Background: an optimization exercise with open tools, aiming at small area. Do not read the settings as production practice.
For this run, only the layout was checked, not whether the RTL still works.
Power figures rest on the tool's default switching activity, not on a simulated workload.

==> design/flow/design.v <==
module debouncer(
    input raw,
    input clk,
    input reset,
    output reg clean
    );
	reg [11:0] q;
	reg f;
	wire [11:0] p = q ^ 12'haaa;
	wire differ = raw ^ clean;
	wire z = ~|p[10:0];
	wire last = p[11] & z;
	wire y = p[0] ^ p[1] ^ p[7];
	wire fb = p[11] ^ (y | z);    
	always @(posedge clk or posedge reset)
		if (reset) begin
			q <= 12'haaa;
			f <= 1'b0;
			clean <= 1'b0;
		end else begin
			q <= (differ ? {p[10:0], fb} : 12'd0) ^ 12'haaa;
			f <= differ & (f ^ last);
			clean <= f ? raw : clean;
		end
endmodule
module debounce_buttons(
	input b0, b1, b2, b3,
	input clk,
	input reset,
	output [3:0] bp
	);
	debouncer deb0(b0, clk, reset, bp[3]);
	debouncer deb1(b1, clk, reset, bp[2]);
	debouncer deb2(b2, clk, reset, bp[1]);
	debouncer deb3(b3, clk, reset, bp[0]);
endmodule
module validate_btns(
	input [1:0] d,
	input [3:0] bp,
	output correct,
	output none
);
	assign none = (bp == 4'b0000);
	assign correct = (d == 2'd0) ? (bp == 4'b1000) :
	                 (d == 2'd1) ? (bp == 4'b0100) : (bp == 4'b0001);
endmodule
module sound(
	input clk_50M, reset,
	input tone,      
	input playing,
	output reg pwm_out
);
	always @(posedge clk_50M or posedge reset)
		if (reset)
			pwm_out <= 1'b0;
		else
			pwm_out <= tone & playing;
endmodule
module display4digit(
	input win, lose, show, input [1:0] d, input [1:0] toptwo,
	input clk_50M,
	output an3, an2, an1, an0,
	output [6:0] seven_seg
	);
	reg [1:0] sel;
	always @(posedge clk_50M)
		sel <= toptwo;
	wire [27:0] A1 = 28'b1000111_1000000_0010010_0000110;  
	wire [27:0] A2 = 28'b0010000_1000000_1000000_0100001;  
	wire [27:0] A = win ? A2 : A1;
	wire wl = win | lose;
	assign an3 = wl ? ~(sel == 2'd3) : ~(show & (d == 2'd0));
	assign an2 = wl ? ~(sel == 2'd2) : ~(show & (d == 2'd1));
	assign an1 = wl ? ~(sel == 2'd1) : 1'b1;
	assign an0 = wl ? ~(sel == 2'd0) : ~(show & (d == 2'd2));
	assign seven_seg = wl ? A[toptwo*7 +: 7] : {show, 6'b000000};
endmodule
module simon_fsm(
	input reset,
	input clk_50M,
	input b0, b1, b2, b3,
	output [6:0] seven_seg,
	output an0,
	output an1,
	output an2,
	output an3,
	output pwm_out,
	output reg led, win, lose
);
reg [13:0] p;
reg [4:0] hi;
wire z = ~|p[12:0];
wire wrap = z & ~p[13];           
wire y = p[0] ^ p[2] ^ p[4];
wire fb = p[13] ^ (y | z);        
wire [4:0] carry = {carry[3:0] & hi[3:0], wrap};
always @(posedge clk_50M or posedge reset)
	if (reset) begin
		p <= 14'd0;
		hi <= 5'b11111;
	end else begin
		p <= {p[12:0], fb};
		hi <= hi ^ carry;
	end
wire tick_1Hz = z & p[13] & ~hi[0];
wire [3:0] bp;
debounce_buttons mydebounce_buttons(b0, b1, b2, b3, clk_50M, reset, bp);
reg [3:0] state;
reg [3:0] adv;
reg show, rd;
reg [1:0] d;      
wire correct, none;
always @(*) begin
	show = 0; rd = 0; d = 2'd0; win = 0; lose = 0; adv = 4'd0;
	case (state)
		4'd8: begin adv = 4'd11; end
		4'd11: begin show = 1; adv = 4'd2; end
		4'd2: begin rd = 1; adv = 4'd12; end
		4'd12: begin show = 1; adv = 4'd14; end
		4'd14: begin show = 1; d = 2'd1; adv = 4'd6; end
		4'd6: begin rd = 1; adv = 4'd7; end
		4'd7: begin rd = 1; d = 2'd1; adv = 4'd4; end
		4'd4: begin show = 1; adv = 4'd10; end
		4'd10: begin show = 1; d = 2'd1; adv = 4'd9; end
		4'd9: begin show = 1; d = 2'd2; adv = 4'd1; end
		4'd1: begin rd = 1; adv = 4'd3; end
		4'd3: begin rd = 1; d = 2'd1; adv = 4'd0; end
		4'd0: begin rd = 1; d = 2'd2; adv = 4'd15; end
		4'd15: begin win = 1; adv = 4'd15; end
		4'd13: begin lose = 1; adv = 4'd13; end
		default: begin lose = 1; adv = 4'd13; end
	endcase
	led = rd;
end
validate_btns my_validate_btns(d, bp, correct, none);
always @(posedge clk_50M or posedge reset)
	if (reset)
		state <= 4'd8;
	else if (tick_1Hz) begin
		if (!rd || correct)
			state <= adv;
		else if (!none)
			state <= 4'd13;
	end
sound my_sound(clk_50M, reset, hi[2], rd & correct, pwm_out);
display4digit myDisplay(win, lose, show, d, hi[4:3], clk_50M,
	an3, an2, an1, an0, seven_seg);
endmodule
==> design/flow/flow/run.sh <==
#!/bin/bash
# Own layout flow: the standard ORFS flow, with three changes:
#  1. after the standard synthesis, the combinational logic between the
#     (unchanged) registers is re-mapped by Yosys/ABC with an area-oriented
#     script (flow/reopt.sh); registers keep their cells and names;
#  2. ports are buffered with minimum-size buffers;
#  3. the clock tree is built without dummy loads.
# Each tool's output goes to a log file of its own in this folder.
set -euo pipefail
export BUFFER_PORTS_ARGS="-buffer_cell sky130_fd_sc_hd__buf_1"
export CTS_ARGS="-sink_clustering_enable -repair_clock_nets -dont_use_dummy_load -sink_clustering_size 8 -sink_clustering_max_diameter 30 -buf_list sky130_fd_sc_hd__clkbuf_4"
R=$PWD/orfs/results/$FLOW_PLATFORM/simon_fsm/base
bash standard.sh $R/1_2_yosys.v > synth.log 2>&1
cp $R/1_2_yosys.v std_synth.v
bash flow/reopt.sh std_synth.v reopt.v > reopt.log 2>&1
cp reopt.v $R/1_2_yosys.v
bash standard.sh > standard.log 2>&1
==> design/flow/flow/reopt.sh <==
#!/bin/bash
# reopt.sh IN.v OUT.v: re-map the combinational cells of a mapped netlist
# for area.  Flip-flops (and tie cells) are kept as they are, with their
# instance names and the names of the nets on their outputs.
set -euo pipefail
LIB=$FLOW_HOME/platforms/sky130hd/lib/sky130_fd_sc_hd__tt_025C_1v80.lib
DU=""
for c in $(sed -n '/DONT_USE_CELLS +=/,/^#/p' $FLOW_HOME/platforms/sky130hd/config.mk | grep -o "sky130_fd_sc_hd__[a-z0-9_]*"); do
  DU="$DU -dont_use $c"
done
cat > reopt.ys <<EOY
read_liberty -ignore_miss_func $LIB
blackbox sky130_fd_sc_hd__df* sky130_fd_sc_hd__conb_1
read_verilog $1
hierarchy -top $FLOW_TOP
flatten
rename -hide w:_*
opt -purge
abc -script +strash;&get,-n;&deepsyn,-T,30;&put;dch;amap;topo -liberty $LIB $DU
opt_clean -purge
hilomap -singleton -hicell sky130_fd_sc_hd__conb_1 HI -locell sky130_fd_sc_hd__conb_1 LO
splitnets
opt_clean -purge
tee -o reopt_stat.txt stat -liberty $LIB
write_verilog -noattr -nohex -nodec $2
EOY
yosys reopt.ys
==> design/flow/standard.sh <==
#!/bin/bash
# synth_recipe.tcl (not shown) runs the flow's synth.tcl, then flattens the netlist and writes it again
# the make line also repeats each setting of config.mk as NAME=value (left out here)
make -C /OpenROAD-flow-scripts/flow DESIGN_CONFIG=/design/flow/config.mk WORK_HOME=/design/flow/orfs CLKGATE_MAP_FILE= SYNTH_SCRIPT=/design/flow/synth_recipe.tcl "${@:-finish}"
==> design/flow/config.mk <==
export PLATFORM = sky130hd
export DESIGN_NAME = simon_fsm
export DESIGN_NICKNAME = simon_fsm
export VERILOG_FILES = /design/flow/design.v
export SDC_FILE = /design/flow/constraint.sdc
export NUM_CORES = 4
export LEC_CHECK = 0
export CAP_MARGIN = 0
export CORE_MARGIN = 2
export CORE_UTILIZATION = 40
export PLACE_DENSITY = 0.6
export SLEW_MARGIN = 0
==> design/flow/constraint.sdc <==
create_clock -name core_clock -period 10.0 [get_ports {clk_50M}]
set_input_delay 2.0000 -clock core_clock [delete_from_list [all_inputs] [get_ports {clk_50M}]]
set_output_delay 2.0000 -clock core_clock [all_outputs]
set_load 0.01 [all_outputs]
==> results.py <==
metrics = {
    "routing": {
        "vias_per_cell": 4.825,
        "vias": 2128,
        "wl_per_cell_um": 11.42,
        "ant_nets": 0,
        "routed_wl_um": 5037,
        "dr.pass1.iters": 4,
        "drtIter0Drc": 66,
        "drc_errors": 0,
    },
    "clock_tree": {
        "cts.sinks": 82,
        "path_clk_slew_ns": 0.10,
        "post-cts-setup-buffer-count": 0,
        "clock_latency_ns": 0.40,
        "cts_tree": "built",
        "cts_max_level": 3,
        "clockBufferDepth": 2,
        "ctsHoldBuffers": 0,
        "cts_resized": 0,
        "cts_buffers": 9,
        "cts_root_buf": "clkbuf_4",
    },
    "timing": {
        "max_clock_freq_ghz": 0.2417,
        "hold_slack_ns": 0.3843,
        "fin_crit_ns": 4.138,
        "max_slew.worst_pin.slew_ns": 0.9509,
        "setup_violations": 0,
        "finalHoldViolCount": 0,
        "finalSetupTns_ns": 0,
        "maxSlewHeadroom_pct": 36.60,
        "fin_skew_ns": 0.03569,
        "slew_violations": 0,
        "rsz0062_at_grt": "no",
        "finalCritPeriodShare_pct": 41.38,
        "setup_slack_ns": 5.862,
    },
    "global_routing": {
        "grt_pass1_vias": 2062,
        "antenna_found_initial": 0,
        "grt_pass1_wl_um": 9059,
        "grt-ovfl-total": 0,
        "grt_max_degree": 81,
        "grt_usage_pct": 13.22,
    },
    "floorplanning": {
        "rows": 32,
        "die_h_um": 93.14,
        "start_util_pct": 41.13,
        "coreArea_mm2": 0.007727,
        "ios": 21,
        "dieArea_mm2": 0.008674,
        "die_x_um": 93.14,
    },
    "worst_setup_path": {
        "cp_common_cell": "clkinv_1",
        "crit_path_cell_trace": "clkinv_1 > nor2_1 > clkinv_1 > nor3_1 > clkinv_1 > nor3_1 > or2_0 > buf_1",
        "cp_slowest_cell": "dfrtp_1",
        "cp_max_fo": 6,
        "crit_type": "reg2out",
        "critical_path_buf_inv_count": 4,
        "cp_top_family": "simple AND/OR/NAND/NOR gates",
        "slowest_delay_ns": 0.44,
        "r2r-start": "state[1]$_DFFE_PP0P_",
        "startpoint": "state[0]$_DFFE_PP0P_",
        "crit_arrival_ns": 2.14,
        "critPathLaunchType": "flip-flop",
        "cp_data_required_time_ns": 8.00,
        "setup.worst_path.end_class": "primary output",
    },
    "finish": {
        "antenna_cells": 0,
        "n_fill_cell": 754,
        "final_core_util_pct": 44.67,
        "drive_above_1_share_pct": 12.09,
        "nNetsFinal": 347,
        "syn_to_final_growth_pct": 8.622,
    },
    "job": {
        "max_cap_violations": 0,
    },
    "place": {
        "place_ws_ns": 6.280,
        "dpl.hpwl_um": 3515,
        "place_congestion": 0.9019,
        "io_buffers": 19,
    },
    "power": {
        "ir_drop_mv": 0.05192,
        "p_per_area_mw_per_mm2": 177.9,
        "leakagePower_uw": 0.001420,
    },
    "status": {
        "status": "complete, no violations",
    },
    "logic_synthesis": {
        "syn_avg_cell_area_um2": 10.25,
        "synth_nets": 316,
        "synth.cell_area_mm2": 0.003178,
        "yosysWarningCount": 4,
        "synthCells": 310,
    },
    "hold_path": {
        "hp-class": "reg2reg",
        "hp-start": "p[5]$_DFF_PP0_",
    },
}
## routing by layer
layer  GRT usage, %  vias to the layer above  routed length [um]
met4          6.740                        0                  91
met2          20.23                       31                2235
met1          17.49                     1005                2541
li1               -                     1083                   -
met3          3.304                        9                 170
met5              0                        -                   0
## worst reg2reg max path: stages, from the launching register on
cell and delay, ns:
dfrtp_1 0.41, clkinv_1 0.19, o22ai_1 0.18, o21ai_0 0.13, o21a_1 0.12, nor3_1 0.22
clkinv_1 0.18, o311ai_0 0.28, o21ai_0 0.17
## layout make-up
class	instances	area, um2	share of cell area (%)
sequential	82	2079	60.24
multi-input combinational	182	925.9	26.82
clock buffer	9	67.56	1.957
timing repair buffer	20	78.83	2.283
tap	102	127.6	3.697
inverter	46	172.7	5.002
## report_power, final
group	internal [uW]	switching [uW]	leakage [uW]
combinational	36.3	59.8	0.000401
clock	42.0	89.8	0.0000414
sequential	366	20.0	0.000977
total	445	170	0.00142
## layout by cell type, fill, tap and decap left out, drive strengths merged, types with 2 or more instances in the layout
cell / count
clkinv: 45
dfstp: 30
nand2: 15
nor2b: 2
nand4: 6
nand2b: 6
a21oi: 7
o21ai: 10
a211oi: 9
o22ai: 14
o21a: 2
dfrtp: 50
nor2: 63
nand3: 6
or2: 19
nor3: 9
nor4: 6
clkbuf: 9
dfxtp: 2
buf: 20
## through the flow
step / area (um2) / std cells / total power (uW)
final: 3452 / 441 / 614.2
after global routing: 3452 / 441 / 656.1
after CTS: 3452 / 441 / 625.0
after detailed placement: 3385 / 432 / 489.6
after global placement: 3385 / 432 / 488.8
after floorplan: 3178 / 310 / 465.4
## state kept, by name (all words and copies together), names as in the netlist, 2 cells and up
name and count:
mydebounce_buttons.deb2.q 12, mydebounce_buttons.deb1.q 12, hi 5, mydebounce_buttons.deb0.q 12, myDisplay.sel 2, state 4
mydebounce_buttons.deb3.q 12, p 14
## path summary, 6_finish.rpt
path	end	cells past startpoint	slack [ns]
min in group asynchronous	mydebounce_buttons.deb3.q[8]$_DFF_PP0_	3	1.85
worst min register to register	p[6]$_DFF_PP0_	0	0.38
worst min-delay path	p[6]$_DFF_PP0_	0	0.38
worst max-delay path	seven_seg[0]	8	5.86
max in group asynchronous	p[5]$_DFF_PP0_	3	7.51
worst max register to register	state[0]$_DFFE_PP0P_	8	7.98

-- separate check: timing with driven ports --
The flow's constraints put no driver on any port. The routed layout listed below was extracted and timed again, unchanged, in two steps.
Step 1 (the two cells are an assumption about what drives the block):
set clk [get_ports {clk_50M}]
set_driving_cell -lib_cell sky130_fd_sc_hd__clkbuf_16 $clk
set_driving_cell -lib_cell sky130_fd_sc_hd__buf_2 [delete_from_list [all_inputs] $clk]
Step 2 times the ports against the registers' clock, not the clock port: input delays grow and output delays shrink by t, the midpoint of the rising clock arrivals with the driver on.
Slacks: ideal / step 1 / step 2; pairs: ideal / step 1.
t, ns: 0.410
setup WS [ns]: 5.862 / 5.834 / 6.244
hold WS [ns]: 0.384 / 0.384 / 0.384
worst register clock-pin slew, ns: 0.12 / 0.12
After both steps setup and hold are still met in this run. The setup slack of this run moves by -0.028 ns with the drivers and by +0.382 ns with both steps.
